Background: an optimization exercise with open tools, aiming at small area. Do not read the settings as production practice.
In this exercise RTL edits were held to simulation tests only and were not proved equivalent to the original.
Power and IR drop assume default switching activity.

## top
module top (
    input clk,
    input mode,
    input song,
    input plus,
    input minus,
    input rst,
    input set,
    input refer,
    input player1,
    input player2,
    output reg [8:0] rope,
    output reg [1:0] sel,
    output reg [1:0] ledr,
    output reg [1:0] ledg,
    output [1:0] ledb,
    output [3:0] ledop,
    output [7:0] segdata1,
    output [7:0] segdata0,
    output [7:0] seg,
    output [7:0] sel8,
    output reg ledplayer1,
    output reg ledplayer2,
    output reg buzzer,
    output reg round_indicator_1,
    output reg round_indicator_2
);
Size in the first run: ~2200 cells after synthesis, roughly 370 flip-flops, about 68 I/O pins, about 19000 um2 of cells after synthesis.
clock: 10.0 ns
lec_check: 0
abc_area: 1
abc_clock_period_in_ps: 1000000
cap_margin: 20
core_margin: 2
core_utilization: 60
cts_cluster_diameter: 100
cts_cluster_size: 25
place_density: 0.75
slew_margin: 20
run.sh (not shown) runs the stock make flow with config.mk's settings and CLKGATE_MAP_FILE= SYNTH_SCRIPT=/design/flow/synth_recipe.tcl, a recipe that flattens the netlist after the stock synthesis.
Next try:
CORE_UTILIZATION = 40   (was 60)
PLACE_DENSITY = 0.6   (was 0.75)
Synthesized cell count does not change.
Setup slack gains 48 ps.
Die area is higher by about 50%.
Cell area rose by about 1.5%.
Routed wire length goes up by 3.3%.
Count of clock-buffer cells in the layout went down by 3.
Power is higher by 0.85%.
Utilization came out lower by 22 points.
Cell count rose by about 8%.


Setup of run 2:
Another version of the RTL of top (not shown whole).
Size in the first run: roughly 2000 cells after synthesis, about 370 flip-flops, ~20000 um2 of cells after synthesis.
clock: 10.0 ns
lec_check: 0
cap_margin: 20
core_margin: 2
core_utilization: 40
place_density: 0.6
slew_margin: 20
Modified inputs, run 5 compared to run 2
Settings: putting CTS_BUF_LIST at sky130_fd_sc_hd__clkbuf_4 where nothing was set.
==> comparison <==
Sort run 2 and run 5 by total met3 wirelength after detailed routing asc -> top: run 2. Diff run 2 -> run 5: worst-case vdd ir drop climbed about 5.5%; routed wire length climbed 750 um; wire length of the first global-routing pass climbed 1100 um; minimum setup slack in the final design dropped 0.0035 ns; relative slew slack climbed 1.1 points. Compared run 5 against run 2; non-clock buffer count in the final layout within noise. Sequential cell area share: run 5 vs run 2 — no meaningful difference. Run 5 vs run 2: clock tree buffer count of the final layout up by more than 100%. Proportion of power drawn by flip-flops and latches for run 5 is higher than for run 2. Lower average wire per cell in the routed design was reported by run 5, not run 2.


v26:
top, a different RTL version from the one above (not shown whole).
Size: ~2200 cells after synthesis, ~340 flip-flops, about 0.017 mm2 of cells after synthesis.
Settings: LEC_CHECK=0, ABC_AREA=1, ABC_CLOCK_PERIOD_IN_PS=1000000, CAP_MARGIN=20, CORE_MARGIN=2, CORE_UTILIZATION=40, CTS_CLUSTER_DIAMETER=90, CTS_CLUSTER_SIZE=35, PLACE_DENSITY=0.6, SLEW_MARGIN=20; clock period 10.0 ns.
standard.sh (not shown) runs the stock make flow with config.mk's settings and CLKGATE_MAP_FILE= SYNTH_SCRIPT=/design/flow/synth_recipe.tcl, a recipe that flattens the netlist after the stock synthesis.
==> flow/flow/run.sh <==
#!/bin/bash
# The standard layout (the standard.sh, unchanged synthesis) with two CTS
# and placement options: the port buffers are sky130_fd_sc_hd__buf_1 cells,
# and clock tree synthesis inserts no dummy loads. Each tool's output is kept
# in a log file here.
set -euo pipefail
export BUFFER_PORTS_ARGS="-buffer_cell sky130_fd_sc_hd__buf_1"
export CTS_ARGS="-sink_clustering_enable -repair_clock_nets -sink_clustering_size 35 -sink_clustering_max_diameter 90 -dont_use_dummy_load"
bash ./standard.sh > standard.log 2>&1
Inputs modified between v26 and v55:
# v26
export LEC_CHECK = 0
export ABC_AREA = 1
export ABC_CLOCK_PERIOD_IN_PS = 1000000
export CAP_MARGIN = 20
export CORE_MARGIN = 2
export CORE_UTILIZATION = 40
export CTS_CLUSTER_DIAMETER = 90
export CTS_CLUSTER_SIZE = 35
export PLACE_DENSITY = 0.6
export SLEW_MARGIN = 20
create_clock -name core_clock -period 10.0 [get_ports {clk}]
# v55
export LEC_CHECK = 0
export ABC_AREA = 1
export ABC_CLOCK_PERIOD_IN_PS = 1000000
export CAP_MARGIN = 20
export CORE_MARGIN = 2
export CORE_UTILIZATION = 40
export CTS_CLUSTER_DIAMETER = 100
export CTS_CLUSTER_SIZE = 25
export PLACE_DENSITY = 0.6
export SLEW_MARGIN = 20
create_clock -name core_clock -period 10.0 [get_ports {clk}]
==> flow/flow/run.sh <==
#!/bin/bash
# The standard layout (the standard.sh, unchanged synthesis) with three
# changes: after synthesis every combinational cell gets the smallest drive
# strength of its function (flow/downsize.tcl; placement's repair step sizes
# up again where needed), the port buffers are sky130_fd_sc_hd__buf_1 cells,
# and clock tree synthesis inserts no dummy loads. Each tool's output is kept
# in a log file here.
set -euo pipefail
export BUFFER_PORTS_ARGS="-buffer_cell sky130_fd_sc_hd__buf_1"
export CTS_ARGS="-sink_clustering_enable -repair_clock_nets -sink_clustering_size 20 -sink_clustering_max_diameter 70 -dont_use_dummy_load -sink_clustering_buffer sky130_fd_sc_hd__clkbuf_8"
bash ./standard.sh synth > standard_synth.log 2>&1
DOWNSIZE_DIR="$(pwd)/orfs/results/sky130hd/top/base" openroad -no_init -exit flow/downsize.tcl > downsize.log 2>&1
bash ./standard.sh > standard.log 2>&1
==> flow/flow/downsize.tcl (new file) <==
# Give every combinational cell of the synthesized netlist the smallest drive
# strength of its function (drive _1, else _0). Flip-flops, clock cells and
# the platform's low-power cells are left alone. Placement's repair step
# upsizes or buffers again wherever slew or capacitance needs it.
set results $::env(DOWNSIZE_DIR)
read_db $results/1_synth.odb
set db [ord::get_db]
set block [ord::get_db_block]
set swapped 0
foreach inst [$block getInsts] {
  set m [[$inst getMaster] getName]
  if {![regexp {^sky130_fd_sc_hd__(.+)_([0-9]+)$} $m -> f d]} { continue }
  if {$d <= 1} { continue }
  if {[regexp {^(df|edf|sdf|sedf|dl|clk|conb|tap|fill|decap|diode|lpflow|probe|ebuf|einv)} $f]} { continue }
  foreach s {1 0} {
    set nm [$db findMaster sky130_fd_sc_hd__${f}_$s]
    if {$nm ne "NULL" && $nm ne ""} {
      $inst swapMaster $nm
      incr swapped
      break
    }
  }
}
puts "downsize: swapped $swapped instances"
write_db $results/1_synth.odb
### Flow results
Result for v55 and v26: all clean. Per the comparison of v55 with v26, design area decreased by 1.2% relative to the old numbers, minimum setup slack after placement saw a decrease, total placed instance area down 1.1%. Against v26 as the reference, v55 delivers a higher net total in the final layout.
The following lists how v30 was set up differently from v55:
--- a/flow/flow/run.sh
+++ b/flow/flow/run.sh
@@ -9,3 +9,3 @@
 export BUFFER_PORTS_ARGS="-buffer_cell sky130_fd_sc_hd__buf_1"
-export CTS_ARGS="-sink_clustering_enable -repair_clock_nets -sink_clustering_size 20 -sink_clustering_max_diameter 70 -dont_use_dummy_load -sink_clustering_buffer sky130_fd_sc_hd__clkbuf_8"
+export CTS_ARGS="-sink_clustering_enable -repair_clock_nets -sink_clustering_size 16 -sink_clustering_max_diameter 80 -dont_use_dummy_load -sink_clustering_buffer sky130_fd_sc_hd__clkbuf_8"
 bash ./standard.sh synth > standard_synth.log 2>&1
[summary]
Status: combinational power share parity (v30, v55). Changes observed in v30 relative to v55: cell area after layout barely changed, wire length of the first global-routing pass barely changed. Between v30 and v55, the difference in utilization is negligible. Maximum clock frequency of v30 is on par with v55. v55 was carried through to the last stage, and its layout satisfied the timing, design-rule and antenna checks. v30 did not stop at any stage, and its layout met the timing, design-rule and antenna checks. | final total power | v55 vs v30 | ≈ equal |. Summary of v30 over v55: final critical-path share of the clock period held, sequential share of layout area essentially unchanged, worst hold slack across all endpoints down 0.024 ns, critical path depth decreased by 2 relative to the old numbers.
--- input diff v30..v49 ---
--- a/flow/flow/run.sh
+++ b/flow/flow/run.sh
@@ -9,3 +9,3 @@
 export BUFFER_PORTS_ARGS="-buffer_cell sky130_fd_sc_hd__buf_1"
-export CTS_ARGS="-sink_clustering_enable -repair_clock_nets -sink_clustering_size 16 -sink_clustering_max_diameter 80 -dont_use_dummy_load -sink_clustering_buffer sky130_fd_sc_hd__clkbuf_8"
+export CTS_ARGS="-sink_clustering_enable -repair_clock_nets -sink_clustering_size 25 -sink_clustering_max_diameter 100 -dont_use_dummy_load"
 bash ./standard.sh synth > standard_synth.log 2>&1
Notes after the runs:
- Hold slack delta (v49 -> v30): insignificant
- Final critical-path share of the clock period: v30 vs v49 — no meaningful difference
- Row worst slew slack as a fraction of its limit: v49 higher / v30 lower
- Area of all placed cells without fillers (v49 over v30): increase, 73 um2
- STATUS overall power consumption: v49 loses against v30
- [compare] base=v30 new=v49: power share of the sequential group went down by 2.0 points; combinational share of power went down by 0.2 points; fraction of power spent switching nets went down by 0.67 points; logic depth of the worst path, buffers included went up by 2.
- Looking at the reports, v49 completed the entire flow and the layout it produced met the timing, design-rule and antenna checks.
- The start point of the critical path comes out bgm.cnt2[2] in one run and bgm.cnt2[1] in the other, namely in v30 and v49 respectively.
- Final wirelength of v30 is on par with v49.


Setup of 07-04:
top again, from the RTL that the note above started with.
==> flow/config.mk <==
export PLATFORM = sky130hd
export DESIGN_NAME = top
export DESIGN_NICKNAME = top
export VERILOG_FILES = /design/flow/design.v
export SDC_FILE = /design/flow/constraint.sdc
export NUM_CORES = 4
export LEC_CHECK = 0
export ABC_AREA = 1
export ABC_CLOCK_PERIOD_IN_PS = 1000000
export CAP_MARGIN = 20
export CORE_MARGIN = 2
export CORE_UTILIZATION = 40
export CTS_CLUSTER_DIAMETER = 100
export CTS_CLUSTER_SIZE = 30
export PLACE_DENSITY = 0.6
export SLEW_MARGIN = 20
==> flow/constraint.sdc <==
create_clock -name core_clock -period 10.0 [get_ports {clk}]
set_input_delay 2.0000 -clock core_clock [delete_from_list [all_inputs] [get_ports {clk}]]
set_output_delay 2.0000 -clock core_clock [all_outputs]
set_load 0.01 [all_outputs]
==> flow/flow/run.sh <==
#!/bin/bash
# The standard layout (the standard.sh, unchanged synthesis) with two CTS
# and placement options: the port buffers are sky130_fd_sc_hd__buf_1 cells,
# and clock tree synthesis inserts no dummy loads. Each tool's output is kept
# in a log file here.
set -euo pipefail
export BUFFER_PORTS_ARGS="-buffer_cell sky130_fd_sc_hd__buf_1"
export CTS_ARGS="-sink_clustering_enable -repair_clock_nets -sink_clustering_size 30 -sink_clustering_max_diameter 100 -dont_use_dummy_load"
bash ./standard.sh > standard.log 2>&1
07-04: full flow OK, the timing, design-rule and antenna checks passed
Edits applied to the flow inputs when going from 07-04 to 09-13:
- CTS_CLUSTER_SIZE changed from 30 to 25
--- a/flow/flow/run.sh
+++ b/flow/flow/run.sh
@@ -6,4 +6,4 @@
 set -euo pipefail
 export BUFFER_PORTS_ARGS="-buffer_cell sky130_fd_sc_hd__buf_1"
-export CTS_ARGS="-sink_clustering_enable -repair_clock_nets -sink_clustering_size 30 -sink_clustering_max_diameter 100 -dont_use_dummy_load"
+export CTS_ARGS="-sink_clustering_enable -repair_clock_nets -sink_clustering_size 25 -sink_clustering_max_diameter 100 -dont_use_dummy_load"
 bash ./standard.sh > standard.log 2>&1
### Flow results
07-04 did not stop at any stage, and its layout met the timing, design-rule and antenna checks.
09-13 finished all stages; the layout is clean.
~same met3 capacity usage during global routing in 09-13 and 07-04
For switching share of power, 09-13 and 07-04 come out practically identical.
Changes observed in 09-13 relative to 07-04: number of DRC markers after the initial detailed-route iteration +25; clock-buffer cell count +2; least setup slack across all paths after layout -0.0092 ns; clock network fraction of total power +1.3 points.
09-13 ended up with a higher wire length than 07-04 did.
Worst supply voltage drop on vdd ends up lower on 09-13.
Total power of 09-13 is higher than that of 07-04.


Another version of the RTL of top (not shown whole).
Size in the first run: roughly 370 flip-flops.
// top
module top (
    input clk,
    input mode,
    input song,
    input plus,
    input minus,
    input rst,
    input set,
    input refer,
    input player1,
    input player2,
    output reg [8:0] rope,
    output reg [1:0] sel,
    output reg [1:0] ledr,
    output reg [1:0] ledg,
    output [1:0] ledb,
    output [3:0] ledop,
    output [7:0] segdata1,
    output [7:0] segdata0,
    output [7:0] seg,
    output [7:0] sel8,
    output reg ledplayer1,
    output reg ledplayer2,
    output reg buzzer,
    output reg round_indicator_1,
    output reg round_indicator_2
);
clock: 10.0 ns
lec_check: 0
cap_margin: 20
core_margin: 2
core_utilization: 40
cts_cluster_diameter: 70
cts_cluster_size: 30
place_density: 0.6
slew_margin: 20
run.sh (not shown) runs the stock make flow with config.mk's settings and CLKGATE_MAP_FILE= SYNTH_SCRIPT=/design/flow/synth_recipe.tcl, a recipe that flattens the netlist after the stock synthesis.
Stock flow here: none of the scripts above is used.
Rerun with:
CTS_CLUSTER_DIAMETER = 100   (was 70)
CTS_CLUSTER_SIZE = 25   (was 30)
What happened:
- The changed run went through all stages and came out clean
- cell area came out lower by 2.1%
- worst setup slack gets worse by 17 ps
- synthesized cell count is unchanged
- sequential share of layout area came out higher by 0.94 points
- register-to-register slack gets worse by 20 ps
Rerun with:
CTS_CLUSTER_SIZE = 30   (was 25)
The new run completed with no timing, DRC or antenna violations.
First-iteration DRC count rises by a few percent.
Global-route usage barely changes.
Via count barely changes.
Rerun with:
CTS_CLUSTER_DIAMETER = unset   (was 100)
CTS_CLUSTER_SIZE = unset   (was 30)
The changed run ran to the end with no violations.
Setup slack improves by 33 ps.
Maximum frequency climbs by 0.67%.
Total power climbs by 25%.
Via count climbs by 0.48%.
Synthesized area is unchanged.
Sequential share of layout area drops by 1.6 points.
Wire length climbs by 1.6%.
Final cell count climbs by 1.8%.


the baseline:
Another version of the RTL of top (not shown whole).
For scale: ~68 I/O pins, roughly 19,000 um^2 of cells after synthesis.
// top
module top (
    input clk,
    input mode,
    input song,
    input plus,
    input minus,
    input rst,
    input set,
    input refer,
    input player1,
    input player2,
    output reg [8:0] rope,
    output reg [1:0] sel,
    output reg [1:0] ledr,
    output reg [1:0] ledg,
    output [1:0] ledb,
    output [3:0] ledop,
    output [7:0] segdata1,
    output [7:0] segdata0,
    output [7:0] seg,
    output [7:0] sel8,
    output reg ledplayer1,
    output reg ledplayer2,
    output reg buzzer,
    output reg round_indicator_1,
    output reg round_indicator_2
);
localparam SYM_DASH = 4'd10, SYM_L = 4'd11, SYM_E = 4'd12, SYM_BLANK = 4'd13;
wire playsong;
wire song_pulse, mode_pulse, plus_pulse, minus_pulse, set_pulse, refer_pulse;
wire player1_pulse, player2_pulse;
wire set_q, plus_q, minus_q;    
wire b40_lt, b40_gt;         
wire mid_lt, mid_gt;         
wire fast_lt, fast_gt;       
reg  mid_lt_d, mid_gt_d;
parameter init              = 3'd0;
parameter time_set          = 3'd1;
parameter round_set         = 3'd2;
parameter finish_setting    = 3'd3;
parameter counting_down     = 3'd4;
parameter gaming            = 3'd5;
parameter check             = 3'd6;
parameter gameover          = 3'd7;
reg [2:0] current_state;
reg [2:0] next_state;
reg gameoverflag;            
reg win1, win2, draw;
reg winflag_1, winflag_2, buzzerflag;
reg [1:0] modereg;
reg [3:0] cycle;
reg [2:0] scan;
reg [3:0] score1, score2;
  ...
export LEC_CHECK = 0
export ABC_AREA = 1
export ABC_CLOCK_PERIOD_IN_PS = 1000000
export CAP_MARGIN = 20
export CORE_MARGIN = 2
export CORE_UTILIZATION = 40
export CTS_CLUSTER_DIAMETER = 100
export CTS_CLUSTER_SIZE = 25
export PLACE_DENSITY = 0.6
export SLEW_MARGIN = 20
create_clock -name core_clock -period 10.0 [get_ports {clk}]
standard.sh (not shown) runs the stock make flow with config.mk's settings and CLKGATE_MAP_FILE= SYNTH_SCRIPT=/design/flow/synth_recipe.tcl, a recipe that flattens the netlist after the stock synthesis.
==> flow/flow/run.sh <==
#!/bin/bash
# The standard layout (the standard.sh, unchanged synthesis) with two CTS
# and placement options: the port buffers are sky130_fd_sc_hd__buf_1 cells,
# and clock tree synthesis inserts no dummy loads. Each tool's output is kept
# in a log file here.
set -euo pipefail
export BUFFER_PORTS_ARGS="-buffer_cell sky130_fd_sc_hd__buf_1"
export CTS_ARGS="-sink_clustering_enable -repair_clock_nets -sink_clustering_size 25 -sink_clustering_max_diameter 100 -dont_use_dummy_load"
bash ./standard.sh > standard.log 2>&1
The baseline finished all stages; the layout is clean.
## Diff of input files: the candidate against the baseline
==> flow/run.sh (new file) <==
#!/bin/bash
# synth_recipe.tcl (not shown) runs the flow's synth.tcl, then flattens the netlist and writes it again
# the make line also repeats each setting of config.mk as NAME=value (left out here)
make -C /OpenROAD-flow-scripts/flow DESIGN_CONFIG=/design/flow/config.mk WORK_HOME=/design/flow/orfs CLKGATE_MAP_FILE= SYNTH_SCRIPT=/design/flow/synth_recipe.tcl finish
removed: flow/flow/run.sh
removed: flow/standard.sh
Results
Diff the baseline -> the candidate | internal power consumption | up slightly. Going from the baseline to the candidate, the first-iteration DRC count was found to have gone up by 5.3%. Against the baseline, the candidate comes in 8.6% lower on fmax. | overall routed net length | the candidate vs the baseline | worse |. Between the baseline and the candidate, the flow reports cell area increasing by a few percent. The met2 track utilization from global routing of the candidate falls short of that of the baseline by 0.70 points. As far as total of fill cells in the finished design is concerned, the candidate and the baseline perform about the same. [compare] base=the baseline new=the candidate: time the final worst path needs with I/O delays and setup grew by 390 ps, ratio of final minimum period to clock period now larger, pre-CTS worst setup slack decreased by 230 ps relative to the old numbers.

[separate check: timing with driven ports]
The flow's constraints put no driver on any port. The routed layouts listed below were extracted and timed again, unchanged, in two steps. Step 1: set_driving_cell puts a clkbuf_16 on clk and a buf_2 on each other input, an assumption about the parent block. Step 2 also shifts input and output timing later by t, the mid clock arrival at the registers, as if the neighbouring blocks saw the same clock. a / b / c = ideal ports / drivers / drivers and shift; a / b = the first two.
run	t (ns)	slack for setup (ns)	latest minus earliest clock arrival (ns)
the first run of note 1	0.578	5.464 / 5.410 / 5.988	0.023 / 0.022
the second run of note 1	0.581	5.512 / 5.462 / 6.043	0.026 / 0.026
run 2	0.615	5.393 / 5.393 / 5.393	0.029 / 0.029
run 5	0.855	5.390 / 5.350 / 5.390	0.052 / 0.051
v26	0.560	5.894 / 5.843 / 6.404	0.091 / 0.091
v55	0.558	5.906 / 5.906 / 5.906	0.087 / 0.087
v30	0.558	5.901 / 5.901 / 5.901	0.025 / 0.025
v49	0.551	5.892 / 5.892 / 5.892	0.067 / 0.066
07-04	0.557	5.907 / 5.857 / 6.414	0.073 / 0.073
09-13	0.559	5.898 / 5.846 / 6.405	0.051 / 0.052
the first run of note 5	0.645	5.070 / 5.070 / 5.070	0.029 / 0.029
the second run of note 5	0.597	5.053 / 5.053 / 5.053	0.032 / 0.032
the third run of note 5	0.583	5.043 / 5.043 / 5.043	0.033 / 0.033
the fourth run of note 5	0.605	5.076 / 5.076 / 5.076	0.023 / 0.023
the baseline	0.570	5.872 / 5.820 / 6.390	0.067 / 0.066
the candidate	0.581	5.485 / 5.432 / 6.012	0.023 / 0.023
After both steps setup and hold are still met in every run listed.
